From an optimization exercise on the open Yosys and OpenROAD flow, aimed at small area, a short achievable clock period and few clock cycles; shortcuts taken in it are not production practice.
Function was checked by simulation only, so behaviour that the tests miss may differ from the original.
Power and IR drop assume default switching activity.

`config.mk`:
```
export PLATFORM = sky130hd
export DESIGN_NAME = tinyqv_top
export DESIGN_NICKNAME = tinyqv_top
export VERILOG_FILES = /design/flow/design.v
export SDC_FILE = /design/flow/constraint.sdc
export NUM_CORES = 4
export LEC_CHECK = 0
export ABC_AREA = 1
export CAP_MARGIN = 20
export CORE_MARGIN = 2
export CORE_UTILIZATION = 40
export CTS_CLUSTER_DIAMETER = 60
export CTS_CLUSTER_SIZE = 25
export SLEW_MARGIN = 20
```
`constraint.sdc`:
```
create_clock -name core_clock -period 15.0 [get_ports {clk}]
set_input_delay 3.0000 -clock core_clock [delete_from_list [all_inputs] [get_ports {clk}]]
set_output_delay 3.0000 -clock core_clock [all_outputs]
set_load 0.01 [all_outputs]
```
`design.v`:
```
module tinyqv_decoder #(parameter REG_ADDR_BITS=4) (
    input [31:0] instr,
    output reg [31:0] imm,
    output reg is_load,
    output reg is_alu_imm,
    output reg is_auipc,
    output reg is_store,
    output reg is_alu_reg,
    output reg is_lui,
    output reg is_branch,
    output reg is_jalr,
    output reg is_jal,
    output reg is_ret,
    output reg is_system,
    output [2:1] instr_len,
    output reg [3:0] alu_op,   
    output reg [2:0] mem_op,       
    output reg [REG_ADDR_BITS-1:0] rs1,
    output reg [REG_ADDR_BITS-1:0] rs2,
    output reg [REG_ADDR_BITS-1:0] rd,
    output reg [2:0] additional_mem_ops,
    output reg       mem_op_increment_reg
);
    wire [31:0] Uimm = {    instr[31],   instr[30:12], {12{1'b0}}};
    wire [31:0] Iimm = {{21{instr[31]}}, instr[30:20]};
    wire [31:0] Simm = {{21{instr[31]}}, instr[30:25],instr[11:7]};
    wire [31:0] Bimm = {{20{instr[31]}}, instr[7],instr[30:25],instr[11:8],1'b0};
    wire [31:0] Jimm = {{12{instr[31]}}, instr[19:12],instr[20],instr[30:21],1'b0};
    wire [31:0] CLWSPimm     = {24'b0, instr[3:2], instr[12], instr[6:4], 2'b00};
    wire [31:0] CSWSPimm     = {24'b0, instr[8:7], instr[12:9], 2'b00};
    wire [31:0] CLSWimm      = {25'b0, instr[5], instr[12:10], instr[6], 2'b00};   
    wire [31:0] CLSHimm      = {30'b0, instr[5], 1'b0};   
    wire [31:0] CLSBimm      = {30'b0, instr[5], instr[6]};   
    wire [31:0] CJimm        = {{21{instr[12]}}, instr[8], instr[10:9], instr[6], instr[7], instr[2], instr[11], instr[5:3], 1'b0};
    wire [31:0] CBimm        = {{24{instr[12]}}, instr[6:5], instr[2], instr[11:10], instr[4:3], 1'b0};
    wire [31:0] CALUimm      = {{27{instr[12]}}, instr[6:2]};           
    wire [31:0] CLUIimm      = {{15{instr[12]}}, instr[6:2], 12'b0};
    wire [31:0] CADDI16SPimm = {{23{instr[12]}}, instr[4:3], instr[5], instr[2], instr[6], 4'b0};
    wire [31:0] CADDI4SPimm  = {22'b0, instr[10:7], instr[12:11], instr[5], instr[6], 2'b0};
    wire [31:0] CSCXTimm     = {{23{instr[12]}}, instr[9:7], instr[10], instr[11], 4'b0};
    always @(*) begin
        additional_mem_ops = 3'b000;
        mem_op_increment_reg = 1;
        is_ret = 0;
        if (instr[1:0] == 2'b11) begin
            is_load    =  (instr[6:2] == 5'b00000);  
            is_alu_imm =  (instr[6:2] == 5'b00100);  
            is_auipc   =  (instr[6:2] == 5'b00101);  
            is_store   =  (instr[6:2] == 5'b01000);  
            is_alu_reg =  (instr[6:2] == 5'b01100);  
            is_lui     =  (instr[6:2] == 5'b01101);  
            is_branch  =  (instr[6:2] == 5'b11000);  
            is_jalr    =  (instr[6:2] == 5'b11001);  
            is_jal     =  (instr[6:2] == 5'b11011);  
            is_system  =  (instr[6:2] == 5'b11100);  
            if (is_auipc || is_lui) imm = Uimm;
            else if (is_store) imm = Simm;
            else if (is_branch) imm = Bimm;
            else if (is_jal) imm = Jimm;
            else imm = Iimm;
            if (is_load || is_auipc || is_store || is_jalr || is_jal) alu_op = 4'b0000;   
            else if (is_branch) alu_op = {1'b0, !instr[14], instr[14:13]};
            else if (instr[26] && is_alu_reg) alu_op = {1'b1, instr[27:26], instr[13]};   
            else alu_op = {instr[30] && (instr[5] || instr[13:12] == 2'b01),instr[14:12]};
            mem_op = instr[14:12];
            if ((is_load || is_store) && instr[13:12] == 2'b11) begin
                mem_op = 3'b010;
                additional_mem_ops = {1'b0, instr[14], 1'b1};
            end
            if (is_store && instr[14:12] == 3'b110) begin
                mem_op = 3'b010;
                additional_mem_ops = {1'b0, instr[14], 1'b1};
                mem_op_increment_reg = 0;
            end
            rs1 = instr[15+:REG_ADDR_BITS];
            rs2 = instr[20+:REG_ADDR_BITS];
            rd  = instr[ 7+:REG_ADDR_BITS];
        end else begin
            is_load    = 0;
            is_alu_imm = 0;
            is_auipc   = 0;
            is_store   = 0;
            is_alu_reg = 0;
            is_lui     = 0;
            is_branch  = 0;
            is_jalr    = 0;
            is_jal     = 0;
            is_system  = 0;
            imm = {32{1'bx}};
            alu_op = 4'b0000;
            mem_op = 3'bxxx;
            rs1 = {REG_ADDR_BITS{1'bx}};
            rs2 = {REG_ADDR_BITS{1'bx}};
            rd = {REG_ADDR_BITS{1'bx}};
            case ({instr[1:0], instr[15:13]})
                5'b00000: begin  
                    is_alu_imm = 1;
                    imm = CADDI4SPimm;
                    rs1 = 4'd2;
                    rd  = {1'b1, instr[4:2]};
                end
                5'b00010: begin  
                    is_load = 1;
                    mem_op = 3'b010;
                    imm = CLSWimm;
                    rs1 = {1'b1, instr[9:7]};
                    rd  = {1'b1, instr[4:2]};
                end 
                5'b00100: begin  
                    imm = instr[10] ? CLSHimm : CLSBimm;
                    rs1 = {1'b1, instr[9:7]};
                    if (instr[11]) begin
                        is_store = 1;
                        mem_op = {2'b00, instr[10]};
                        rs2 = {1'b1, instr[4:2]};
                    end else begin
                        is_load = 1;
                        mem_op = {~(instr[10] & instr[6]), 1'b0, instr[10]};
                        rd = {1'b1, instr[4:2]};
                    end
                end
                5'b00110: begin  
                    is_store = 1;
                    mem_op = 3'b010;
                    imm = CLSWimm;
                    rs1 = {1'b1, instr[9:7]};
                    rs2 = {1'b1, instr[4:2]};
                end
                5'b00111: begin  
                    is_store = 1;     
                    mem_op = 3'b010;
                    imm = CSCXTimm;
                    rs1 = 4'd3;
                    rs2 = {instr[5], 3'b001};
                    additional_mem_ops = instr[4:2];
                end
                5'b01000: begin  
                    is_alu_imm = 1;
                    imm = CALUimm;
                    rs1 = instr[10:7];
                    rd  = instr[10:7];
                end
                5'b01001: begin  
                    is_jal = 1;
                    imm = CJimm;
                    rd  = 4'd1;
                end
                5'b01010: begin  
                    is_alu_imm = 1;
                    imm = CALUimm;
                    rs1 = 4'd0;
                    rd  = instr[10:7];
                end
                5'b01011: begin  
                    rd  = instr[10:7];
                    if (instr[10:7] == 4'd2) begin
                        is_alu_imm = 1;
                        imm = CADDI16SPimm;
                        rs1 = 4'd2;
                    end else begin
                        is_lui = 1;
                        imm = CLUIimm;
                    end
                end
                5'b01100: begin  
                    rs1 = {1'b1, instr[9:7]};
                    rs2 = {1'b1, instr[4:2]};
                    rd  = {1'b1, instr[9:7]};
                    imm = CALUimm;
                    if (instr[11:10] != 2'b11) begin
                        is_alu_imm = 1;
                        if (instr[11] == 1'b0) begin  
                            alu_op = {instr[10], 3'b101};
                        end else begin
                            alu_op = 4'b0111;
                        end
                    end else if (instr[12]) begin
                        is_alu_imm = 1;
                        case (instr[4:2])
                            3'b101: begin   
                                    alu_op = 4'b0100;  
                                    imm = 32'hffffffff;
                            end
                            default: begin  
                                    alu_op = 4'b0111;  
                                    imm = {16'h0000, {8{instr[3]}}, 8'hff};
                            end
                        endcase
                    end else begin
                        is_alu_reg = 1;
                        case (instr[6:5])
                            2'b00: alu_op = 4'b1000;   
                            2'b01: alu_op = 4'b0100;   
                            2'b10: alu_op = 4'b0110;   
                            2'b11: alu_op = 4'b0111;   
                        endcase
                    end
                end
                5'b01101: begin  
                    is_jal = 1;
                    imm = CJimm;
                    rd  = 4'd0;
                end                
                5'b01110: begin  
                    is_branch = 1;
                    imm = CBimm;
                    rs1 = {1'b1, instr[9:7]};
                    rs2 = 4'd0;
                    alu_op = 4'b0100;
                    mem_op = 3'b000;
                end    
                5'b01111: begin  
                    is_branch = 1;
                    imm = CBimm;
                    rs1 = {1'b1, instr[9:7]};
                    rs2 = 4'd0;
                    alu_op = 4'b0100;
                    mem_op = 3'b001;
                end
                5'b10000: begin  
                    is_alu_imm = 1;
                    imm = CALUimm;
                    rs1 = instr[10:7];
                    rd  = instr[10:7];
                    alu_op = 4'b0001;
                end
                5'b10001: begin  
                    is_load = 1;      
                    mem_op = 3'b010;
                    imm = CADDI16SPimm;
                    rs1 = 4'd3;
                    rd  = {instr[10], 3'b001};
                    additional_mem_ops = instr[9:7];
                end
                5'b10010: begin  
                    is_load = 1;
                    mem_op = 3'b010;
                    imm = CLWSPimm;
                    rs1 = 4'd2;
                    rd  = instr[10:7];
                end
                5'b10011: begin  
                    is_load = 1;
                    mem_op = 3'b010;
                    imm = CLWSPimm;
                    rs1 = 4'd4;
                    rd  = instr[10:7];
                end
                5'b10100: begin 
                    if (instr[6:2] == 0) begin
                        if (instr[11:7] == 0) begin   
                            is_system = 1;
                            imm = 1;
                        end else begin  
                            if (instr[10:7] == 4'd1 && !instr[12]) is_ret = 1;
                            is_jalr = 1;
                            imm = 0;
                            rs1 = instr[10:7];
                            rd = {3'b000, instr[12]};
                        end
                    end else begin   
                        is_alu_reg = 1;
                        rs1 = instr[12] ? instr[10:7] : 4'd0;
                        rs2 = instr[5:2];
                        rd  = instr[10:7];
                    end
                end
                5'b10101: begin  
                    is_alu_reg = 1;
                    alu_op = 4'b1010;
                    rs1 = instr[10:7];
                    rs2 = instr[5:2];
                    rd  = instr[10:7];                    
                end
                5'b10110: begin  
                    is_store = 1;
                    mem_op = 3'b010;
                    imm = CSWSPimm;
                    rs1 = 4'd2;
                    rs2 = instr[5:2];
                end
                5'b10111: begin  
                    is_store = 1;
                    mem_op = 3'b010;
                    imm = CSWSPimm;
                    rs1 = 4'd4;
                    rs2 = instr[5:2];
                end
                default: begin
                    is_system = 1;
                    imm = 32'd2;
                end
            endcase
        end
    end
    assign instr_len = (instr[1:0] == 2'b11) ? 2'b10 : 2'b01;
endmodule
module tinyqv_cpu #(parameter NUM_REGS=16, parameter REG_ADDR_BITS=4) (
    input clk,
    input rstn,
    output [23:1] instr_addr,
    output        instr_fetch_restart,
    output        instr_fetch_stall,
    input         instr_fetch_started,
    input         instr_fetch_stopped,
    input  [15:0] instr_data_in,
    input         instr_ready,
    input  [15:0] interrupt_req,
    output reg [27:0] data_addr,
    output reg [1:0]  data_write_n,  
    output reg [1:0]  data_read_n,   
    output            data_read_complete,
    output reg [31:0] data_out,
    output reg    data_continue,
    output reg [1:0] per_write_n,    
    output reg [1:0] per_read_n,
    input         data_ready,   
    input  [31:0] data_in,
    input         time_pulse,
    output        debug_instr_complete,
    output        debug_instr_valid,
    output        debug_interrupt_pending,
    output        debug_branch,
    output        debug_early_branch,
    output        debug_ret,
    output        debug_reg_wen,
    output        debug_counter_0,
    output [3:0] debug_rd
);
    localparam CB = 6;                   
    localparam NE = 1 << (CB - 2);       
    localparam LB = 4;                   
    localparam NL = 1 << (CB - LB);      
    localparam LIM = 8;                  
    reg  [15:0] cache_e [0:NE-1];        
    reg  [15:0] cache_o [0:NE-1];        
    reg  [2*NE-1:0] cache_v;             
    reg  [14:CB] cache_tag [0:NL-1];     
    reg  [23:1] pc_d;                    
    reg  [31:0] ibuf;                    
    reg         ibuf_valid;
    wire [31:0] imm_de;
    wire is_load_de, is_alu_imm_de, is_auipc_de, is_store_de, is_alu_reg_de, is_lui_de;
    wire is_branch_de, is_jalr_de, is_jal_de, is_ret_de, is_system_de;
    wire [2:1] instr_len_de;
    wire [3:0] alu_op_de;
    wire [2:0] mem_op_de;
    wire [3:0] rs1_de, rs2_de, rd_de;
    wire [2:0] additional_mem_ops_de;
    wire mem_op_increment_reg_de;
    tinyqv_decoder i_decoder(
        .instr(ibuf),
        .imm(imm_de),
        .is_load(is_load_de),
        .is_alu_imm(is_alu_imm_de),
        .is_auipc(is_auipc_de),
        .is_store(is_store_de),
        .is_alu_reg(is_alu_reg_de),
        .is_lui(is_lui_de),
        .is_branch(is_branch_de),
        .is_jalr(is_jalr_de),
        .is_jal(is_jal_de),
        .is_ret(is_ret_de),
        .is_system(is_system_de),
        .instr_len(instr_len_de),
        .alu_op(alu_op_de),
        .mem_op(mem_op_de),
        .rs1(rs1_de),
        .rs2(rs2_de),
        .rd(rd_de),
        .additional_mem_ops(additional_mem_ops_de),
        .mem_op_increment_reg(mem_op_increment_reg_de)
    );
    wire accept;                         
    wire [23:1] offset_de = (ibuf[1:0] == 2'b11) ?
        (ibuf[3] ? {{4{ibuf[31]}}, ibuf[19:12], ibuf[20], ibuf[30:21]} :                       
                   {{12{ibuf[31]}}, ibuf[7], ibuf[30:25], ibuf[11:8]}) :                       
        (ibuf[14] ? {{16{ibuf[12]}}, ibuf[6:5], ibuf[2], ibuf[11:10], ibuf[4:3]} :             
                    {{13{ibuf[12]}}, ibuf[8], ibuf[10:9], ibuf[6], ibuf[7], ibuf[2], ibuf[11], ibuf[5:3]});  
    wire [23:1] target_de = pc_d + offset_de;
    wire predict_de = is_jal_de || (is_branch_de && offset_de[23]);
    wire redirect;                       
    wire [23:1] redirect_target;
    wire [23:1] pc_next  = pc_d + {21'd0, instr_len_de};
    wire [CB-1:1] h_d   = pc_d[CB-1:1];
    wire [14:CB]  tag_d = pc_d[14:CB];
    wire [14:CB]  tag_d1 = tag_d + 1'b1;
    reg  [CB-1:0] hf0;
    wire [CB-1:0] hf1   = hf0 + 1'b1;
    wire [14:CB]  tag_f0 = hf0[CB-1] ? tag_d1 : tag_d;
    wire [14:CB]  tag_f1 = hf1[CB-1] ? tag_d1 : tag_d;
    wire [CB-1:2] idx_o = hf0[CB-2:1];
    wire [CB-1:2] idx_e = hf1[CB-2:1];
    wire          swap  = hf0[0];
    wire [15:0] hw_e = cache_e[idx_e];
    wire [15:0] hw_o = cache_o[idx_o];
    wire [31:0] instr_f = swap ? {hw_e, hw_o} : {hw_o, hw_e};
    wire hit0 = cache_v[hf0[CB-2:0]] && cache_tag[hf0[CB-2:LB-1]] == tag_f0;
    wire hit1 = cache_v[hf1[CB-2:0]] && cache_tag[hf1[CB-2:LB-1]] == tag_f1;
    wire [CB-1:0] hd1    = {1'b0, h_d} + 1'b1;
    wire [14:CB]  tag_dd1 = hd1[CB-1] ? tag_d1 : tag_d;
    wire hit0_d = cache_v[h_d] && cache_tag[h_d[CB-1:LB]] == tag_d;
    wire hit1_d = cache_v[hd1[CB-2:0]] && cache_tag[hd1[CB-2:LB-1]] == tag_dd1;
    wire [23:1] pc_d2 = pc_d + 23'd1;
    wire valid_f = hit0 && (instr_f[1:0] != 2'b11 || hit1);
    always @(posedge clk) begin
        if (!rstn) begin
            pc_d <= 23'd0;
            ibuf_valid <= 1'b0;
        end else begin
            if (redirect)    pc_d <= redirect_target;
            else if (accept) pc_d <= predict_de ? target_de : pc_next;
            if (redirect || (accept && predict_de)) ibuf_valid <= 1'b0;
            else if (accept || !ibuf_valid)         ibuf_valid <= valid_f;
        end
    end
    wire [CB-1:0] hf0_fill = {1'b0, hf0[CB-2:0]} + {{(CB-2){1'b0}}, valid_f ? (instr_f[1:0] == 2'b11 ? 2'd2 : 2'd1) : 2'd0};
    always @(posedge clk) begin
        if (!rstn)                        hf0 <= {CB{1'b0}};
        else if (redirect)                hf0 <= {1'b0, redirect_target[CB-1:1]};
        else if (accept && predict_de)    hf0 <= {1'b0, target_de[CB-1:1]};
        else if (accept || !ibuf_valid)   hf0 <= hf0_fill;
    end
    always @(posedge clk)
        if (accept || !ibuf_valid) ibuf <= instr_f;
    localparam F_IDLE = 2'd0;    
    localparam F_REQ  = 2'd1;    
    localparam F_RUN  = 2'd2;    
    reg [1:0]  fstate;
    reg [14:1] stream_addr;              
    wire [15:0] hw_d = pc_d[1] ? cache_o[pc_d[CB-1:2]] : cache_e[pc_d[CB-1:2]];
    wire fetch_miss = !ibuf_valid && !(hit0_d && (hw_d[1:0] != 2'b11 || hit1_d));
    wire [14:1] miss_addr = hit0_d ? pc_d2[14:1] : pc_d[14:1];
    wire [14:1] stream_ahead = stream_addr[14:1] - pc_d[14:1];
    always @(posedge clk) begin
        if (!rstn) begin
            fstate <= F_IDLE;
        end else begin
            case (fstate)
                F_IDLE: if (fetch_miss) begin
                            fstate <= F_REQ;
                            stream_addr <= miss_addr;
                        end
                F_REQ:  if (instr_fetch_started) fstate <= F_RUN;
                default: begin
                    if (fetch_miss && stream_addr != miss_addr) begin
                        fstate <= F_REQ;
                        stream_addr <= miss_addr;
                    end else if (instr_fetch_stopped) begin
                        fstate <= F_IDLE;
                    end else if (instr_ready) begin
                        stream_addr <= stream_addr + 14'd1;
                    end
                end
            endcase
        end
    end
    wire cache_write = fstate == F_RUN && instr_ready;
    always @(posedge clk) begin
        if (cache_write) begin
            if (stream_addr[1]) cache_o[stream_addr[CB-1:2]] <= instr_data_in;
            else                cache_e[stream_addr[CB-1:2]] <= instr_data_in;
        end
    end
    always @(posedge clk) begin
        if (!rstn) begin
            cache_v <= {(2*NE){1'b0}};
        end else if (cache_write) begin
            if (cache_tag[stream_addr[CB-1:LB]] != stream_addr[14:CB]) begin
                cache_tag[stream_addr[CB-1:LB]] <= stream_addr[14:CB];
                cache_v[{stream_addr[CB-1:LB], {(LB-1){1'b0}}} +: (1 << (LB-1))] <= {{((1 << (LB-1))-1){1'b0}}, 1'b1} << stream_addr[LB-1:1];
            end else begin
                cache_v[stream_addr[CB-1:1]] <= 1'b1;
            end
        end
    end
    assign instr_addr = {9'd0, stream_addr};
    assign instr_fetch_restart = fstate == F_REQ;
    assign instr_fetch_stall = fstate == F_RUN && stream_ahead >= LIM;
    reg        e_valid;
    reg is_load, is_store, is_alu, is_lui, is_branch, is_jalr, is_jal, is_mul, is_czero, e_sub;
    reg [3:0] alu_op;
    reg [2:0] mem_op;
    reg [3:0] rs2, rd;
    reg [2:0] additional_mem_ops;
    reg       mem_op_increment_reg;
    reg [31:0] a;                
    reg [31:0] b;                
    reg [31:0] r2;               
    reg [23:1] target;           
    reg        e_predict;
    localparam X_EXEC = 3'd0;    
    localparam X_MEM  = 3'd1;    
    localparam X_WB   = 3'd2;    
    localparam X_NEXT = 3'd3;    
    localparam X_MUL  = 3'd4;    
    reg [2:0]  xstate;
    reg [3:0]  mul_count;        
    reg [31:0] regs [0:15];
    reg        wr_en;
    reg [31:0] wr_data;
    wire       wr_reg = wr_en && rd != 4'd0 && rd != 4'd3 && rd != 4'd4;
    genvar i;
    generate
        for (i = 1; i < 16; i = i + 1) begin : gen_regs
            if (i != 3 && i != 4) begin : gen_reg
                always @(posedge clk)
                    if (wr_reg && rd == i) regs[i] <= wr_data;
            end
        end
    endgenerate
    function [31:0] read_reg(input [3:0] r);
        case (r)
            4'd0: read_reg = 32'd0;
            4'd3: read_reg = 32'h01000400;   
            4'd4: read_reg = 32'h08000000;   
            default: read_reg = regs[r];
        endcase
    endfunction
    wire [3:0]  rb = xstate == X_NEXT ? rs2 : rs2_de;
    wire [31:0] rf_a = (wr_reg && rd == rs1_de) ? wr_data : read_reg(rs1_de);
    wire [31:0] rf_b = (wr_reg && rd == rb) ? wr_data : read_reg(rb);
    wire is_mul_de = (is_alu_imm_de || is_alu_reg_de) && alu_op_de[3:1] == 3'b101;
    always @(posedge clk) begin
        if (accept) begin
            is_load <= is_load_de;
            is_store <= is_store_de;
            is_alu <= is_alu_imm_de || is_alu_reg_de || is_auipc_de;
            is_lui <= is_lui_de;
            is_branch <= is_branch_de;
            is_jalr <= is_jalr_de;
            is_jal <= is_jal_de;
            is_mul <= is_mul_de;
            is_czero <= is_alu_reg_de && alu_op_de[3:1] == 3'b111;
            e_sub <= (alu_op_de[1] || alu_op_de[3]) && !is_mul_de && !is_auipc_de;
            alu_op <= is_auipc_de ? 4'b0000 : alu_op_de;
            mem_op <= mem_op_de;
            rs2 <= rs2_de;
            rd <= rd_de;
            additional_mem_ops <= additional_mem_ops_de;
            mem_op_increment_reg <= mem_op_increment_reg_de;
            a <= is_auipc_de ? {8'h00, pc_d, 1'b0} : rf_a;
            b <= (is_alu_reg_de || is_branch_de) ? rf_b : imm_de;
            r2 <= rf_b;
            target <= predict_de ? pc_next : target_de;
            e_predict <= predict_de;
        end else if (xstate == X_MUL && mul_count != 4'd0) begin
            a <= {sum[30:0], 1'b0};
            b <= r2[15] ? data_out : 32'd0;
            r2 <= {r2[30:0], 1'b0};
        end else if (e_valid && xstate == X_EXEC && is_mul) begin
            a <= 32'd0;
            b <= r2[15] ? a : 32'd0;
            r2 <= {r2[30:0], 1'b0};
        end else if (xstate == X_MEM && data_ready) begin
            b <= data_in;
        end else if (xstate == X_WB && additional_mem_ops != 3'b000) begin
            additional_mem_ops <= additional_mem_ops - 3'd1;
            rd <= rd + 4'd1;
            rs2 <= rs2 + {3'd0, mem_op_increment_reg};
        end
    end
    wire [32:0] sum = {1'b0, a} + {1'b0, b ^ {32{e_sub}}} + {32'd0, e_sub};
    wire eq  = a == b;
    wire ltu = !sum[32];
    wire lt  = (a[31] != b[31]) ? a[31] : sum[31];
    wire cmp = alu_op[0] ? ltu : alu_op[1] ? lt : eq;
    function [31:0] reverse(input [31:0] x);
        integer k;
        for (k = 0; k < 32; k = k + 1) reverse[k] = x[31-k];
    endfunction
    wire        shift_left = !alu_op[2];
    wire [31:0] shift_in = shift_left ? reverse(a) : a;
    wire        shift_fill = alu_op[3] && alu_op[2] && a[31];
    wire [63:0] shift_ext = {{32{shift_fill}}, shift_in} >> b[4:0];
    wire [31:0] shift_out = shift_left ? reverse(shift_ext[31:0]) : shift_ext[31:0];
    reg [31:0] alu_out;
    always @(*) begin
        if (is_czero)
            alu_out = ((r2 == 32'd0) ^ alu_op[0]) ? 32'd0 : a;
        else case (alu_op[2:0])
            3'b000:  alu_out = sum[31:0];
            3'b010,
            3'b011:  alu_out = {31'd0, cmp};
            3'b100:  alu_out = a ^ b;
            3'b110:  alu_out = a | b;
            3'b111:  alu_out = a & b;
            default: alu_out = shift_out;
        endcase
    end
    wire in_exec = e_valid && xstate == X_EXEC;
    wire in_mul = xstate == X_MUL;
    wire is_mem_op = is_load || is_store;
    assign redirect = in_exec && (is_jalr || (is_branch && (cmp ^ mem_op[0] ^ e_predict)));
    assign redirect_target = is_jalr ? sum[23:1] : target;
    wire exec_done = (in_exec && !is_mem_op && !is_mul) ||
                     (xstate == X_WB && additional_mem_ops == 3'b000) ||
                     (in_mul && mul_count == 4'd0);
    assign accept = (!e_valid || exec_done) && ibuf_valid;
    wire [31:0] load_ext = mem_op[1] ? b :
                           mem_op[0] ? {{16{!mem_op[2] && b[15]}}, b[15:0]} :
                                       {{24{!mem_op[2] && b[7]}}, b[7:0]};
    always @(*) begin
        wr_en = 1'b0;
        wr_data = alu_out;
        if (in_exec) begin
            if (is_alu) begin
                wr_en = !is_mul;
            end else if (is_lui) begin
                wr_en = 1'b1;
                wr_data = b;
            end else if (is_jal || is_jalr) begin
                wr_en = 1'b1;
                wr_data = {8'h00, is_jal ? target : pc_d, 1'b0};
            end
        end else if (xstate == X_WB) begin
            wr_en = is_load;
            wr_data = load_ext;
        end else if (in_mul) begin
            wr_en = mul_count == 4'd0;
            wr_data = sum[31:0];
        end
    end
    always @(posedge clk) begin
        if (!rstn) begin
            e_valid <= 1'b0;
            xstate <= X_EXEC;
            data_read_n <= 2'b11;
            data_write_n <= 2'b11;
            per_read_n <= 2'b11;
            per_write_n <= 2'b11;
            data_continue <= 1'b0;
        end else begin
            if (redirect)       e_valid <= 1'b0;
            else if (accept)    e_valid <= 1'b1;
            else if (exec_done) e_valid <= 1'b0;
            case (xstate)
                X_EXEC: if (e_valid) begin
                    if (is_mem_op) begin
                        data_addr <= sum[27:0];
                        data_read_n <= is_load ? mem_op[1:0] : 2'b11;
                        data_write_n <= is_store ? mem_op[1:0] : 2'b11;
                        per_read_n <= (is_load && sum[27:25] != 3'b000) ? mem_op[1:0] : 2'b11;
                        per_write_n <= (is_store && sum[27:25] != 3'b000) ? mem_op[1:0] : 2'b11;
                        data_out <= r2;
                        data_continue <= additional_mem_ops != 3'b000;
                        xstate <= X_MEM;
                    end else if (is_mul) begin
                        data_out <= a;
                        mul_count <= 4'd15;
                        xstate <= X_MUL;
                    end
                end
                X_MEM: if (data_ready) begin
                    data_read_n <= 2'b11;
                    data_write_n <= 2'b11;
                    per_read_n <= 2'b11;
                    per_write_n <= 2'b11;
                    xstate <= X_WB;
                end
                X_WB: begin
                    if (additional_mem_ops != 3'b000) begin
                        data_addr[3:2] <= data_addr[3:2] + 2'd1;
                        xstate <= X_NEXT;
                    end else begin
                        xstate <= X_EXEC;
                    end
                end
                X_NEXT: begin
                    data_read_n <= is_load ? mem_op[1:0] : 2'b11;
                    data_write_n <= is_store ? mem_op[1:0] : 2'b11;
                    per_read_n <= (is_load && data_addr[27:25] != 3'b000) ? mem_op[1:0] : 2'b11;
                    per_write_n <= (is_store && data_addr[27:25] != 3'b000) ? mem_op[1:0] : 2'b11;
                    data_out <= rf_b;
                    data_continue <= additional_mem_ops != 3'b000;
                    xstate <= X_MEM;
                end
                default: begin
                    mul_count <= mul_count - 4'd1;
                    if (mul_count == 4'd0) xstate <= X_EXEC;
                end
            endcase
        end
    end
    assign data_read_complete = 1'b0;
    assign debug_instr_complete = exec_done;
    assign debug_instr_valid = e_valid;
    assign debug_interrupt_pending = 1'b0;
    assign debug_branch = redirect;
    assign debug_early_branch = 1'b0;
    assign debug_ret = 1'b0;
    assign debug_reg_wen = wr_en;
    assign debug_counter_0 = 1'b0;
    assign debug_rd = wr_data[3:0];
    wire _unused = &{interrupt_req, time_pulse, is_ret_de, is_system_de, 1'b0};
endmodule
module qspi_controller (
    input clk,
    input rstn,
    input      [3:0] spi_data_in,
    output reg [3:0] spi_data_out,
    output reg [3:0] spi_data_oe,
    output           spi_clk_out,
    output reg       spi_flash_select,
    output reg       spi_ram_a_select,
    output reg       spi_ram_b_select,
    input [24:0] addr_in,
    input  [7:0] data_in,
    input        start_read,
    input        start_write,
    input        stall_txn,
    input        stop_txn,
    output [7:0] data_out,
    output reg   data_req,
    output reg   data_ready,
    output       busy
);
    localparam ADDR_BITS = 24;
    localparam DATA_WIDTH_BITS = 8;   
    localparam FSM_IDLE = 0;
    localparam FSM_CMD  = 1;
    localparam FSM_ADDR = 2;
    localparam FSM_DUMMY1 = 3;
    localparam FSM_DUMMY2 = 4;
    localparam FSM_DATA = 5;
    localparam FSM_STALLED = 6;
    localparam FSM_STALL_RECOVER = 7;
    reg [2:0] fsm_state;
    reg       is_writing;
    reg [ADDR_BITS-1:0]       addr;
    reg [DATA_WIDTH_BITS-1:0] data;
    reg [2:0] nibbles_remaining;
    wire [1:0] delay_cycles_cfg = 2'b01;   
    reg       spi_clk_pos;
    reg [3:0] spi_in_buffer;
    assign data_out = data;
    assign busy = fsm_state != FSM_IDLE;
    reg stop_txn_reg;
    wire stop_txn_now = stop_txn_reg || (stop_txn && (!is_writing || spi_clk_pos));
    always @(posedge clk) begin
        if (!rstn) 
            stop_txn_reg <= 0;
        else
            stop_txn_reg <= stop_txn && !stop_txn_now;
    end
    reg [1:0] read_cycles_count;
    reg last_ram_a_sel;
    reg last_ram_b_sel;
    wire ram_a_block = (last_ram_a_sel == 0) && addr_in[24:23] == 2'b10;
    wire ram_b_block = (last_ram_b_sel == 0) && addr_in[24:23] == 2'b11;
/*verilator lint_off WIDTH*/
    always @(posedge clk) begin
        if (!rstn || stop_txn_now) begin
            fsm_state <= FSM_IDLE;
            is_writing <= 0;
            nibbles_remaining <= 0;
            data_ready <= 0;
            spi_clk_pos <= 0;
            spi_data_oe <= 4'b0000;
            spi_flash_select <= 1;
            spi_ram_a_select <= 1;
            spi_ram_b_select <= 1;
            data_req <= 0;
            read_cycles_count <= 0;
        end else begin
            data_ready <= 0;
            data_req <= 0;
            if (fsm_state == FSM_IDLE) begin
                if ((start_read || start_write) && !ram_a_block && !ram_b_block) begin
                    fsm_state <= addr_in[24] ? FSM_CMD : FSM_ADDR;
                    is_writing <= !start_read && addr_in[24];   
                    nibbles_remaining <= addr_in[24] ? 2-1 : 6-1;
                    spi_data_oe <= 4'b1111;
                    spi_clk_pos <= 0;
                    spi_flash_select <= addr_in[24];
                    spi_ram_a_select <= addr_in[24:23] != 2'b10;
                    spi_ram_b_select <= addr_in[24:23] != 2'b11;
                end
            end else begin
                if (read_cycles_count == 0) read_cycles_count <= 2'b01;
                else read_cycles_count <= read_cycles_count - 2'b01;
                if (fsm_state == FSM_STALLED) begin
                    spi_clk_pos <= 0;
                    if (!stall_txn && !read_cycles_count[1]) begin
                        data_ready <= !is_writing;
                        if (is_writing) begin
                            fsm_state <= FSM_DATA;
                            read_cycles_count <= 2'b00;
                        end else begin
                            fsm_state <= (delay_cycles_cfg[1] == 0) ? FSM_DATA : FSM_STALL_RECOVER;
                            read_cycles_count <= {1'b0, delay_cycles_cfg[0]};
                        end
                    end
                end else begin
                    spi_clk_pos <= !spi_clk_pos;
                    if (((fsm_state == FSM_DATA && !is_writing) || fsm_state == FSM_STALL_RECOVER) ? (read_cycles_count == 0) : spi_clk_pos) begin
                        if (nibbles_remaining == 0) begin
                            if (fsm_state == FSM_DATA || fsm_state == FSM_STALL_RECOVER) begin
                                data_ready <= !is_writing && !stall_txn;
                                nibbles_remaining <= (DATA_WIDTH_BITS >> 2)-1;
                                if (stall_txn) begin
                                    fsm_state <= FSM_STALLED;
                                    read_cycles_count <= delay_cycles_cfg | 2'b01;
                                end else begin
                                    fsm_state <= FSM_DATA;
                                end
                            end else begin
                                fsm_state <= fsm_state + 1;
                                if (fsm_state == FSM_CMD) begin
                                    nibbles_remaining <= (ADDR_BITS >> 2)-1;
                                end
                                else if (fsm_state == FSM_ADDR) begin
                                    if (is_writing) begin
                                        fsm_state <= FSM_DATA;
                                        nibbles_remaining <= (DATA_WIDTH_BITS >> 2)-1;
                                    end else if (spi_flash_select) begin
                                        fsm_state <= FSM_DUMMY2;
                                        spi_data_oe <= 4'b0000;
                                        nibbles_remaining <= 4-1;
                                    end else begin
                                        nibbles_remaining <= 2-1;
                                    end
                                end
                                else if (fsm_state == FSM_DUMMY1) begin
                                    spi_data_oe <= 4'b0000;
                                    nibbles_remaining <= 4-1;
                                end
                                else if (fsm_state == FSM_DUMMY2) begin
                                    nibbles_remaining <= (DATA_WIDTH_BITS >> 2)-1;
                                    read_cycles_count <= delay_cycles_cfg;
                                end
                            end
                        end else begin
                            if (fsm_state == FSM_STALL_RECOVER) fsm_state <= FSM_DATA;
                            nibbles_remaining <= nibbles_remaining - 1;
                        end
                    end else begin
                        data_req <= is_writing && (fsm_state == FSM_DATA) && nibbles_remaining == 0;
                    end
                end
            end
        end
    end
/*verilator lint_on WIDTH*/
    always @(posedge clk) begin
        if (fsm_state == FSM_IDLE && (start_read || start_write)) begin
            addr <= addr_in[23:0];
        end else if (fsm_state == FSM_ADDR && spi_clk_pos) begin
            addr <= {addr[ADDR_BITS-5:0], 4'b0000};
        end
    end
    always @(posedge clk) begin
        if (is_writing) begin
            if (fsm_state == FSM_STALLED) begin
                data <= data_in;
            end else if (spi_clk_pos) begin
                if (nibbles_remaining == 0) begin
                    data <= data_in;
                end else if (fsm_state == FSM_DATA) begin
                    data <= {data[DATA_WIDTH_BITS-5:0], spi_data_in};
                end
            end
        end else if (read_cycles_count == 0 && fsm_state == FSM_DATA) begin
            data <= {data[DATA_WIDTH_BITS-5:0], spi_data_in};
        end else if (read_cycles_count == 0 && fsm_state == FSM_STALL_RECOVER) begin
            data <= {data[DATA_WIDTH_BITS-5:0], spi_in_buffer};
        end else if (read_cycles_count == 2'b10 && fsm_state == FSM_STALLED) begin
            spi_in_buffer <= spi_data_in;
        end
    end
    reg [2:0] fsm_state_n;
    reg       is_writing_n;
    reg [2:0] nibbles_remaining_n;
    reg [ADDR_BITS-1:0] addr_n;
    reg [DATA_WIDTH_BITS-1:0] data_n;
/*verilator lint_off WIDTH*/
    always @(*) begin
        fsm_state_n = fsm_state;
        is_writing_n = is_writing;
        nibbles_remaining_n = nibbles_remaining;
        if (!rstn || stop_txn_now) begin
            fsm_state_n = FSM_IDLE;
            is_writing_n = 0;
            nibbles_remaining_n = 0;
        end else if (fsm_state == FSM_IDLE) begin
            if ((start_read || start_write) && !ram_a_block && !ram_b_block) begin
                fsm_state_n = addr_in[24] ? FSM_CMD : FSM_ADDR;
                is_writing_n = !start_read && addr_in[24];
                nibbles_remaining_n = addr_in[24] ? 2-1 : 6-1;
            end
        end else if (fsm_state == FSM_STALLED) begin
            if (!stall_txn && !read_cycles_count[1]) begin
                if (is_writing) fsm_state_n = FSM_DATA;
                else            fsm_state_n = (delay_cycles_cfg[1] == 0) ? FSM_DATA : FSM_STALL_RECOVER;
            end
        end else if (((fsm_state == FSM_DATA && !is_writing) || fsm_state == FSM_STALL_RECOVER) ? (read_cycles_count == 0) : spi_clk_pos) begin
            if (nibbles_remaining == 0) begin
                if (fsm_state == FSM_DATA || fsm_state == FSM_STALL_RECOVER) begin
                    nibbles_remaining_n = (DATA_WIDTH_BITS >> 2)-1;
                    fsm_state_n = stall_txn ? FSM_STALLED : FSM_DATA;
                end else begin
                    fsm_state_n = fsm_state + 1;
                    if (fsm_state == FSM_CMD) begin
                        nibbles_remaining_n = (ADDR_BITS >> 2)-1;
                    end else if (fsm_state == FSM_ADDR) begin
                        if (is_writing) begin
                            fsm_state_n = FSM_DATA;
                            nibbles_remaining_n = (DATA_WIDTH_BITS >> 2)-1;
                        end else if (spi_flash_select) begin
                            fsm_state_n = FSM_DUMMY2;
                            nibbles_remaining_n = 4-1;
                        end else begin
                            nibbles_remaining_n = 2-1;
                        end
                    end else if (fsm_state == FSM_DUMMY1) begin
                        nibbles_remaining_n = 4-1;
                    end else if (fsm_state == FSM_DUMMY2) begin
                        nibbles_remaining_n = (DATA_WIDTH_BITS >> 2)-1;
                    end
                end
            end else begin
                if (fsm_state == FSM_STALL_RECOVER) fsm_state_n = FSM_DATA;
                nibbles_remaining_n = nibbles_remaining - 1;
            end
        end
    end
/*verilator lint_on WIDTH*/
    always @(*) begin
        addr_n = addr;
        if (fsm_state == FSM_IDLE && (start_read || start_write)) begin
            addr_n = addr_in[23:0];
        end else if (fsm_state == FSM_ADDR && spi_clk_pos) begin
            addr_n = {addr[ADDR_BITS-5:0], 4'b0000};
        end
    end
    always @(*) begin
        data_n = data;
        if (is_writing) begin
            if (fsm_state == FSM_STALLED) begin
                data_n = data_in;
            end else if (spi_clk_pos) begin
                if (nibbles_remaining == 0) begin
                    data_n = data_in;
                end else if (fsm_state == FSM_DATA) begin
                    data_n = {data[DATA_WIDTH_BITS-5:0], spi_data_in};
                end
            end
        end else if (read_cycles_count == 0 && fsm_state == FSM_DATA) begin
            data_n = {data[DATA_WIDTH_BITS-5:0], spi_data_in};
        end else if (read_cycles_count == 0 && fsm_state == FSM_STALL_RECOVER) begin
            data_n = {data[DATA_WIDTH_BITS-5:0], spi_in_buffer};
        end
    end
    always @(posedge clk) begin
        case (fsm_state_n)
            FSM_CMD: begin  
                if (is_writing_n) begin
                    if (nibbles_remaining_n[0])
                        spi_data_out <= 4'b0000;
                    else
                        spi_data_out <= 4'b0010;
                end else begin
                    if (nibbles_remaining_n[0])
                        spi_data_out <= 4'b0000;
                    else
                        spi_data_out <= 4'b1011;
                end
            end
            FSM_ADDR:   spi_data_out <= addr_n[ADDR_BITS-1:ADDR_BITS-4];
            FSM_DUMMY1: spi_data_out <= 4'b1010;
            FSM_DATA:   spi_data_out <= is_writing_n ? data_n[DATA_WIDTH_BITS-1:DATA_WIDTH_BITS-4] : 4'b1111;
            default:    spi_data_out <= 4'b1010;
        endcase
    end
    always @(posedge clk) begin
        if (!rstn) begin
            last_ram_a_sel <= 1;
            last_ram_b_sel <= 1;
        end else begin
            last_ram_a_sel <= spi_ram_a_select;
            last_ram_b_sel <= spi_ram_b_select;
        end
    end
    assign spi_clk_out = spi_clk_pos;
endmodule
module tinyqv_mem_ctrl (
    input clk,
    input rstn,
    input [23:1] instr_addr,
    input        instr_fetch_restart,
    input        instr_fetch_stall,
    output reg     instr_fetch_started,
    output reg     instr_fetch_stopped,
    output  [15:0] instr_data,
    output         instr_ready,
    input [24:0] data_addr,
    input [1:0]  data_write_n,  
    input [1:0]  data_read_n,   
    input [31:0] data_to_write,
    input        data_continue,  
    output         data_ready,   
    output  [31:0] data_from_read,
    input      [3:0] spi_data_in,
    output     [3:0] spi_data_out,
    output     [3:0] spi_data_oe,
    output           spi_clk_out,
    output           spi_flash_select,
    output           spi_ram_a_select,
    output           spi_ram_b_select,
    output        debug_stall_txn,
    output        debug_stop_txn
);
    reg start_instr;
    reg start_read;
    reg start_write;
    reg stop_txn;
    reg continue_txn;
    reg [1:0] data_txn_n;
    reg [1:0] data_txn_len;
    reg qspi_write_done;
    wire qspi_busy;
    reg instr_active;
    wire is_instr = instr_active || start_instr;
    wire [1:0] txn_len = is_instr ? 2'b01 : data_txn_len;
    wire [24:0] addr_in = is_instr ? {1'b0, instr_addr, 1'b0} : data_addr[24:0];
    reg [31:0] qspi_data_buf;
    reg [1:0] qspi_data_byte_idx;
    wire qspi_data_req;
    wire qspi_data_ready;
    wire [7:0] qspi_data_out;
    wire stall_txn = instr_active && instr_fetch_stall && !instr_ready && qspi_data_byte_idx == 2'b01;
    reg data_stall;
    always @(*) begin
        start_instr = 0;
        start_read = 0;
        start_write = 0;
        stop_txn = 0;
        data_txn_n = data_write_n & data_read_n;
        if (qspi_busy || qspi_write_done) begin
            if (instr_active) begin
                if (instr_fetch_restart && (!instr_fetch_started || stall_txn)) begin
                    stop_txn = 1;
                end else if ((qspi_data_ready && qspi_data_byte_idx == 2'b01) || instr_fetch_stall) begin
                    if (data_txn_n != 2'b11) begin
                        stop_txn = 1;
                    end
                end
            end else if ((qspi_data_ready || qspi_data_req) && qspi_data_byte_idx == data_txn_len && !continue_txn) begin
                stop_txn = 1;
            end
        end else begin
            if (data_read_n != 2'b11)
                start_read = 1;
            else if (data_write_n != 2'b11)
                start_write = 1;
            else if (instr_fetch_restart)
                start_instr = 1;
        end
    end
    always @(posedge clk) begin
        if (!rstn || stop_txn) begin
            instr_active <= 0;
        end else begin
            instr_active <= qspi_busy ? instr_active : start_instr;
        end
    end
    wire [1:0] write_qspi_data_byte_idx = qspi_data_byte_idx + (qspi_data_req ? 2'b01 : 2'b00);
    qspi_controller q_ctrl(
        .clk(clk),
        .rstn(rstn),
        .spi_data_in(spi_data_in),
        .spi_data_out(spi_data_out),
        .spi_data_oe(spi_data_oe),
        .spi_clk_out(spi_clk_out),
        .spi_flash_select(spi_flash_select),
        .spi_ram_a_select(spi_ram_a_select),
        .spi_ram_b_select(spi_ram_b_select),
        .addr_in(addr_in),
        .data_in(qspi_data_buf[{write_qspi_data_byte_idx,3'b000} +:8]),
        .start_read(start_read || start_instr),
        .start_write(start_write),
        .stall_txn(stall_txn || data_stall),
        .stop_txn(stop_txn),
        .data_out(qspi_data_out),
        .data_req(qspi_data_req),
        .data_ready(qspi_data_ready),
        .busy(qspi_busy)
    );
    always @(posedge clk) begin
        if (!rstn) begin
            instr_fetch_started <= 1'b0;
            instr_fetch_stopped <= 1'b0;
        end else begin
            instr_fetch_started <= start_instr;
            instr_fetch_stopped <= stop_txn;
        end
    end
    always @(posedge clk) begin
        if (!rstn || start_instr || start_read || start_write) begin
            qspi_data_byte_idx <= 2'b00;
        end else begin
            if (qspi_data_ready || qspi_data_req) begin
                qspi_data_byte_idx <= qspi_data_byte_idx + 2'b01;
                if (qspi_data_byte_idx == txn_len) begin
                    qspi_data_byte_idx <= 0;
                end
            end
        end
    end
    always @(posedge clk) begin
        if (qspi_data_ready) begin
            qspi_data_buf[{qspi_data_byte_idx,3'b000} +:8] <= qspi_data_out;
        end else if (data_write_n != 2'b11 && (data_stall || start_write)) begin
            qspi_data_buf <= data_to_write;
        end
    end
    assign instr_data = {qspi_data_out, qspi_data_buf[7:0]};
    assign instr_ready = instr_active && qspi_data_ready && qspi_data_byte_idx == 2'b01;
    always @(posedge clk) begin
        qspi_write_done <= qspi_data_req && qspi_data_byte_idx == data_txn_len;
    end
    always @(posedge clk) begin
        if (!rstn)
            data_txn_len <= 2'b11;
        else if (start_read || start_write) begin
            data_txn_len <= {data_txn_n[1], data_txn_n[1] | data_txn_n[0]};   
        end
    end
    always @(posedge clk) begin
        if (!rstn) begin
            continue_txn <= 0;
        end else begin
            if (continue_txn) begin
                if ((qspi_data_req && qspi_data_byte_idx + 2'b01 == data_txn_len) ||
                    (qspi_data_ready && qspi_data_byte_idx == data_txn_len))
                begin
                    data_stall <= 1;
                end else if (data_stall && qspi_data_byte_idx == 2'b00 && ((data_read_n != 2'b11 && !data_ready) || data_write_n != 2'b11)) begin
                    data_stall <= 0;
                    continue_txn <= data_continue;
                end
            end else begin
                data_stall <= 0;
                if (start_write || start_read) begin
                    continue_txn <= data_continue;
                end
            end
        end
    end
    assign data_ready = !instr_active && ((qspi_data_ready && qspi_data_byte_idx == data_txn_len) || (data_write_n != 2'b11 && ((data_stall && qspi_data_byte_idx == 2'b00) || start_write)));
    assign data_from_read = data_ready ? ({qspi_data_out, qspi_data_buf[23:16],
        data_txn_len == 2'b01 ? qspi_data_out : qspi_data_buf[15:8],
        data_txn_len == 2'b00 ? qspi_data_out : qspi_data_buf[7:0]}) : qspi_data_buf;
    assign debug_stall_txn = stall_txn;
    assign debug_stop_txn = stop_txn;
endmodule
`default_nettype none
module tinyQV (
    input clk,
    input rstn,
    output [27:0] data_addr,
    output  [1:0] data_write_n,  
    output  [1:0] data_read_n,   
    output        data_read_complete,
    output [31:0] data_out,    
    input         data_ready,   
    input  [31:0] data_in,
    input  [15:0] interrupt_req,
    input         time_pulse,
    input   [3:0] spi_data_in,
    output  [3:0] spi_data_out,
    output  [3:0] spi_data_oe,
    output        spi_clk_out,
    output        spi_flash_select,
    output        spi_ram_a_select,
    output        spi_ram_b_select,
    output        debug_instr_complete,
    output        debug_instr_ready,
    output        debug_instr_valid,
    output        debug_fetch_restart,
    output        debug_data_ready,
    output        debug_interrupt_pending,
    output        debug_branch,
    output        debug_early_branch,
    output        debug_ret,
    output        debug_reg_wen,
    output        debug_counter_0,
    output        debug_data_continue,
    output        debug_stall_txn,
    output        debug_stop_txn,
    output  [3:0] debug_rd
);
  wire [23:1] instr_addr;
  wire        instr_fetch_restart;
  wire        instr_fetch_stall;
  wire        instr_fetch_started;
  wire        instr_fetch_stopped;
  wire [15:0] instr_data;
  wire        instr_ready;
  wire [27:0] qv_data_addr;
  wire  [1:0] qv_data_write_n;
  wire  [1:0] qv_data_read_n;
  wire        qv_data_read_complete;
  wire [31:0] qv_data_to_write;
  wire        qv_data_ready;
  wire [31:0] qv_data_from_read;
  wire        qv_data_continue;
  wire  [1:0] mem_data_write_n;
  wire  [1:0] mem_data_read_n;
  wire        mem_data_ready;
  wire [31:0] mem_data_from_read;
  wire is_mem = qv_data_addr[27:25] == 0;
  assign qv_data_ready = is_mem ? mem_data_ready : data_ready;
  assign qv_data_from_read = is_mem ? mem_data_from_read : data_in;
  assign mem_data_write_n = is_mem ? qv_data_write_n : 2'b11;
  assign mem_data_read_n =  is_mem ? qv_data_read_n  : 2'b11;
  assign data_addr = qv_data_addr;
  wire  [1:0] per_write_n;
  wire  [1:0] per_read_n;
  assign data_write_n = per_write_n;
  assign data_read_n = per_read_n;
  assign data_read_complete = !is_mem ? qv_data_read_complete : 0;
  assign data_out = qv_data_to_write;
  reg rst_reg_n;
  always @(posedge clk) rst_reg_n <= rstn;
  tinyqv_cpu cpu(
        .clk(clk),
        .rstn(rst_reg_n),
        .instr_addr(instr_addr),
        .instr_fetch_restart(instr_fetch_restart),
        .instr_fetch_stall(instr_fetch_stall),
        .instr_fetch_started(instr_fetch_started),
        .instr_fetch_stopped(instr_fetch_stopped),
        .instr_data_in(instr_data),
        .instr_ready(instr_ready),
        .interrupt_req(interrupt_req),
        .data_addr(qv_data_addr),
        .data_write_n(qv_data_write_n),
        .data_read_n(qv_data_read_n),
        .data_read_complete(qv_data_read_complete),
        .data_out(qv_data_to_write),
        .data_continue(qv_data_continue),
        .per_write_n(per_write_n),
        .per_read_n(per_read_n),
        .data_ready(qv_data_ready),
        .data_in(qv_data_from_read),
        .time_pulse(time_pulse),
        .debug_instr_complete(debug_instr_complete),
        .debug_instr_valid(debug_instr_valid),
        .debug_interrupt_pending(debug_interrupt_pending),
        .debug_branch(debug_branch),
        .debug_early_branch(debug_early_branch),
        .debug_ret(debug_ret),
        .debug_reg_wen(debug_reg_wen),
        .debug_counter_0(debug_counter_0),
        .debug_rd(debug_rd)
    );
  tinyqv_mem_ctrl mem(
        .clk(clk),
        .rstn(rstn),
        .instr_addr(instr_addr),
        .instr_fetch_restart(instr_fetch_restart),
        .instr_fetch_stall(instr_fetch_stall),
        .instr_fetch_started(instr_fetch_started),
        .instr_fetch_stopped(instr_fetch_stopped),
        .instr_data(instr_data),
        .instr_ready(instr_ready),
        .data_addr(qv_data_addr[24:0]),
        .data_write_n(mem_data_write_n),
        .data_read_n(mem_data_read_n),
        .data_to_write(qv_data_to_write),
        .data_continue(qv_data_continue),
        .data_ready(mem_data_ready),
        .data_from_read(mem_data_from_read),
        .spi_data_in(spi_data_in),
        .spi_data_out(spi_data_out),
        .spi_data_oe(spi_data_oe),
        .spi_flash_select(spi_flash_select),
        .spi_ram_a_select(spi_ram_a_select),
        .spi_ram_b_select(spi_ram_b_select),
        .spi_clk_out(spi_clk_out),
        .debug_stall_txn(debug_stall_txn),
        .debug_stop_txn(debug_stop_txn)
    );
    assign debug_instr_ready = instr_ready;
    assign debug_fetch_restart = instr_fetch_restart;
    assign debug_data_ready = qv_data_ready;
    assign debug_data_continue = qv_data_continue;
endmodule
`default_nettype none
module tinyqv_top (
    input         clk,
    input         rst_n,
    output [27:0] data_addr,
    output  [1:0] data_write_n,
    output  [1:0] data_read_n,
    output [31:0] data_out,
    input         data_ready,
    input  [31:0] data_in,
    input   [3:0] spi_data_in,
    output  [3:0] spi_data_out,
    output  [3:0] spi_data_oe,
    output        spi_clk_out,
    output        spi_flash_select,
    output        spi_ram_a_select,
    output        spi_ram_b_select
);
    wire        data_read_complete;
    wire [15:0] debug_unused;
    wire  [3:0] debug_rd;
    tinyQV i_tinyqv (
        .clk(clk),
        .rstn(rst_n),
        .data_addr(data_addr),
        .data_write_n(data_write_n),
        .data_read_n(data_read_n),
        .data_read_complete(data_read_complete),
        .data_out(data_out),
        .data_ready(data_ready),
        .data_in(data_in),
        .interrupt_req(16'd0),
        .time_pulse(1'b0),
        .spi_data_in(spi_data_in),
        .spi_data_out(spi_data_out),
        .spi_data_oe(spi_data_oe),
        .spi_clk_out(spi_clk_out),
        .spi_flash_select(spi_flash_select),
        .spi_ram_a_select(spi_ram_a_select),
        .spi_ram_b_select(spi_ram_b_select),
        .debug_instr_complete(debug_unused[0]),
        .debug_instr_ready(debug_unused[1]),
        .debug_instr_valid(debug_unused[2]),
        .debug_fetch_restart(debug_unused[3]),
        .debug_data_ready(debug_unused[4]),
        .debug_interrupt_pending(debug_unused[5]),
        .debug_branch(debug_unused[6]),
        .debug_early_branch(debug_unused[7]),
        .debug_ret(debug_unused[8]),
        .debug_reg_wen(debug_unused[9]),
        .debug_counter_0(debug_unused[10]),
        .debug_data_continue(debug_unused[11]),
        .debug_stall_txn(debug_unused[12]),
        .debug_stop_txn(debug_unused[13]),
        .debug_rd(debug_rd)
    );
    assign debug_unused[15:14] = 2'b00;
    wire _unused = &{data_read_complete, debug_unused, debug_rd, 1'b0};
endmodule
```
`run.sh`:
```
#!/bin/bash
# synth_recipe.tcl (not shown) runs the flow's synth.tcl, then flattens the netlist and writes it again
# the make line also repeats each setting of config.mk as NAME=value (left out here)
make -C /OpenROAD-flow-scripts/flow DESIGN_CONFIG=/design/flow/config.mk WORK_HOME=/design/flow/orfs CLKGATE_MAP_FILE= SYNTH_SCRIPT=/design/flow/synth_recipe.tcl finish
```
==> run notes <==
status=timing/DRC/antenna clean; Worst setup SP type=register; final setup TNS=0 ps; Setup Skew=61.1 ps; RSZ-0062 raised after global routing=false; delay-heaviest family, CP=buffers and inverters; vias per cell=6.09; Arr. time, crit path=6540 ps; worst setup path endpoint=i_tinyqv.cpu.b[0]$_DFFE_PP_; Final Wtd Congestion=1.08; Clock Latency Late Sink=850 ps; Crit. path cell count=16; fillers=20700; P_sw=4.03 mW; Post-DP Area=88400 µm²; Clk network pwr share=32.0%; Setup violations, final=0; Crit Path Class=register to register; Setup WS pre-CTS=9430 ps; Post-synth EDFFs=1284; max reg flops=416; Cells after Synth=10200; Remaining Overflow, GRT=0; synth unique cells=75; Reg2Reg Capture Point=i_tinyqv.cpu.b[0]$_DFFE_PP_; Synth top area share=45.7%; FMAX=169 MHz; IO buf count=114; syn nets=10400; share of cells above drive strength 1=6.78%; Flop pwr share=44.7%; initial antenna violation count=28; crit path capture type=register; register with the most flip-flops=i_tinyqv.cpu.regs; buffer count from post-CTS setup fixing=0; Root Driver=clkbuf_16; min Tclk post-route=5920 ps; Die Span Y=463 µm; post-route cell area=92900 µm²; worst-path cell chain=inv_1 > a21oi_2 > buf_4 > clkinv_1 > buf_4 > o211ai_1 > and3_1 > inv_2 > a21oi_1 > nand3_1 > nand2b_4 > inv_2 > nand3_1 > nand3_1 > nand2_1 > nand2_1; final cell count without fillers=13000; fin. max-slew vios=0; Crit path buffers/inverters=6; WP data required=15620 ps; most frequent cells in the layout=nand2_1, edfxtp_1, inv_1, o21ai_0, a21oi_1; CP max FO=35; Core ar.=210000 µm²; average size of a mapped cell=8.26 µm²; crit-path most repeated cell=nand3_1; die footprint=214000 µm²; critical path startpoint=i_tinyqv.cpu.is_lui$_DFFE_PP_; first-pass GRT wire length=532000 µm; Post-Syn Area=84300 µm²; Total Routing Usage GR=33.8%; DP Cell Count=12800; FF+latch count, synth=1412; most common cell after layout, fill and taps aside=nand2_1; CTS buffer count=131; pin count of the biggest net entering global routing=153; max-capacitance violation count=0; sequential fraction of the synthesis area=48.8%; DRT Pass-1 Iters=12; vias in the first global route=72800; sw frac=36.0%; Final period util=39.5%; layout overhead on the synthesized area=10.3%; combinational power share=23.3%; Reg2Reg Launch Point=i_tinyqv.cpu.is_lui$_DFFE_PP_; FF-to-FF path depth=16; Critical-path top delay cell=edfxtp_1; Multi-input gate area=36900 µm²; max incr delay on CP=1150 ps; final count of hold timing violations=0; Pleak=36.2 nW; post-CTS sizing=0; setup ws final=9080 ps; fin nets=10300; clock buffer depth=3; PD cells=120 nW/µm²; fraction of registers with async set/reset=0%; class of the worst hold path=register to register; Die X=463 µm; Initial Util=40.2%; Pint=7.14 mW; clock slew at reported path FFs=80 ps; fin util=44.4%; Post-CTS Hold Buffers=0; num rows=168; CTS tree=built; CTS Sinks=1412; Worst Max-Slew Pin Slew=1350 ps; Max IR drop VDD=0.125 mV; post-synth top area cell=edfxtp_1; Via Count=79200; wire per inst=28.9 µm; WL final=377000 µm; first-iteration detailed-routing DRC count=12500; relative slew slack=10.3%; Synthesis Warnings=102; I/O pins=115; Primary FF master, synth=edfxtp_1; R2R setup slack=9080 ps; largest cells by area after synthesis=edfxtp_1, nand2_1, o21ai_0; Reg area=41100 µm²; Antenna Nets Post-Route=0; hpwl dp=266000 µm; Residual DRC=0; Total Power=11.2 mW; hold_ws=469 ps; htree depth=4
[tightest hold or removal path, cell delays in order (launching register included)]
cell and delay [ps]:
dfxtp_1 310, nand2_1 60, a21oi_1 50
[Yosys cell counts (66+ instances only)]
cell type and number:
a21oi_1 768, a31oi_1 85, buf_2 114, clkbuf_1 358, dfxtp_1 128, edfxtp_1 1284
ha_1 177, inv_1 1045, mux2i_1 66, nand2_1 2326, nand3_1 766, nand4_1 66
nor2_1 649, nor3_1 176, o211ai_1 225, o21ai_0 829, o21ai_1 140, o22ai_1 210
xor2_1 134
[routing by layer]
metal | routed length, µm | GRT usage [%]
met4 | 22700 | 17.8
met3 | 44800 | 7.95
met1 | 151000 | 46.1
met5 | 141 | 0
met2 | 158000 | 49.8
[power groups by stage]
stage               Clock, mW  Sequential (mW)  Combinational [mW]
global route             3.74             4.99                2.76
global placement            0             5.05                2.48
floorplan                   0             4.91                1.43
CTS                      3.61             4.97                2.50
detailed placement          0             5.06                2.49
finish                   3.58             4.99                2.60
[worst min-delay path by stage]
stage | startpoint | end | slack (ps) | cells past startpoint
final | i_tinyqv.cpu.cache_v[12]$_SDFFE_PN0P_ | i_tinyqv.cpu.cache_v[12]$_SDFFE_PN0P_ | 470 | 2
after global routing | i_tinyqv.cpu.cache_v[16]$_SDFFE_PN0P_ | i_tinyqv.cpu.cache_v[16]$_SDFFE_PN0P_ | 500 | 2
after CTS | i_tinyqv.cpu.cache_v[12]$_SDFFE_PN0P_ | i_tinyqv.cpu.cache_v[12]$_SDFFE_PN0P_ | 470 | 2
after detailed placement | i_tinyqv.cpu.cache_v[12]$_SDFFE_PN0P_ | i_tinyqv.cpu.cache_v[12]$_SDFFE_PN0P_ | 460 | 2
after global placement | i_tinyqv.cpu.cache_v[12]$_SDFFE_PN0P_ | i_tinyqv.cpu.cache_v[12]$_SDFFE_PN0P_ | 450 | 2
after floorplan | i_tinyqv.mem.continue_txn$_SDFF_PN0_ | i_tinyqv.mem.continue_txn$_SDFF_PN0_ | 440 | 2
[logic make-up after synthesis]
| group | after synthesis | synth area share [%] |
|---|---|---|
| AOI/OAI and AO/OA | 2531 | 17.2 |
| xor gates and xnor gates | 168 | 1.77 |
| adders and majority gates | 181 | 2.72 |
| buffers and inverters | 1689 | 7.89 |
| DFF | 1412 | 48.8 |
| muxes | 66 | 0.784 |
| and+or+nand+nor | 4158 | 20.9 |
[cell type report]
class,instances,share of cell area (%)
inverter,1126,4.55
clock buffer,136,3.60
multi-input combinational,7104,39.7
sequential,1412,44.3
antenna,12,0.0323
tap,2805,3.78
clock inverter,102,1.25
timing repair buffer,313,2.87
Testbench counts, summed over its fixed seeds: cycles 547,246.

port drivers added, routing unchanged:
Ports are ideal in the flow. The routed layout listed here was re-timed in OpenROAD. Step 1, drivers: a clkbuf_16 drives clk and a buf_2 each remaining input, both assumed. Step 2, shift: input delay + t, output delay - t, t = (earliest + latest rising clock arrival at the registers) / 2. This alone moves slack from input paths to output paths. Slacks: ideal ports / drivers / drivers and shift; pairs: ideal ports / drivers.
t (ns): 0.916
setup slack, ns: 9.076 / 9.076 / 9.076
worst setup path at the end: register to register
worst slew at a driven data input, ns: 0.07
After both steps this run still meets setup and hold. The setup slack of this run moves by 0.000 ns with the drivers and by 0.000 ns with both steps.
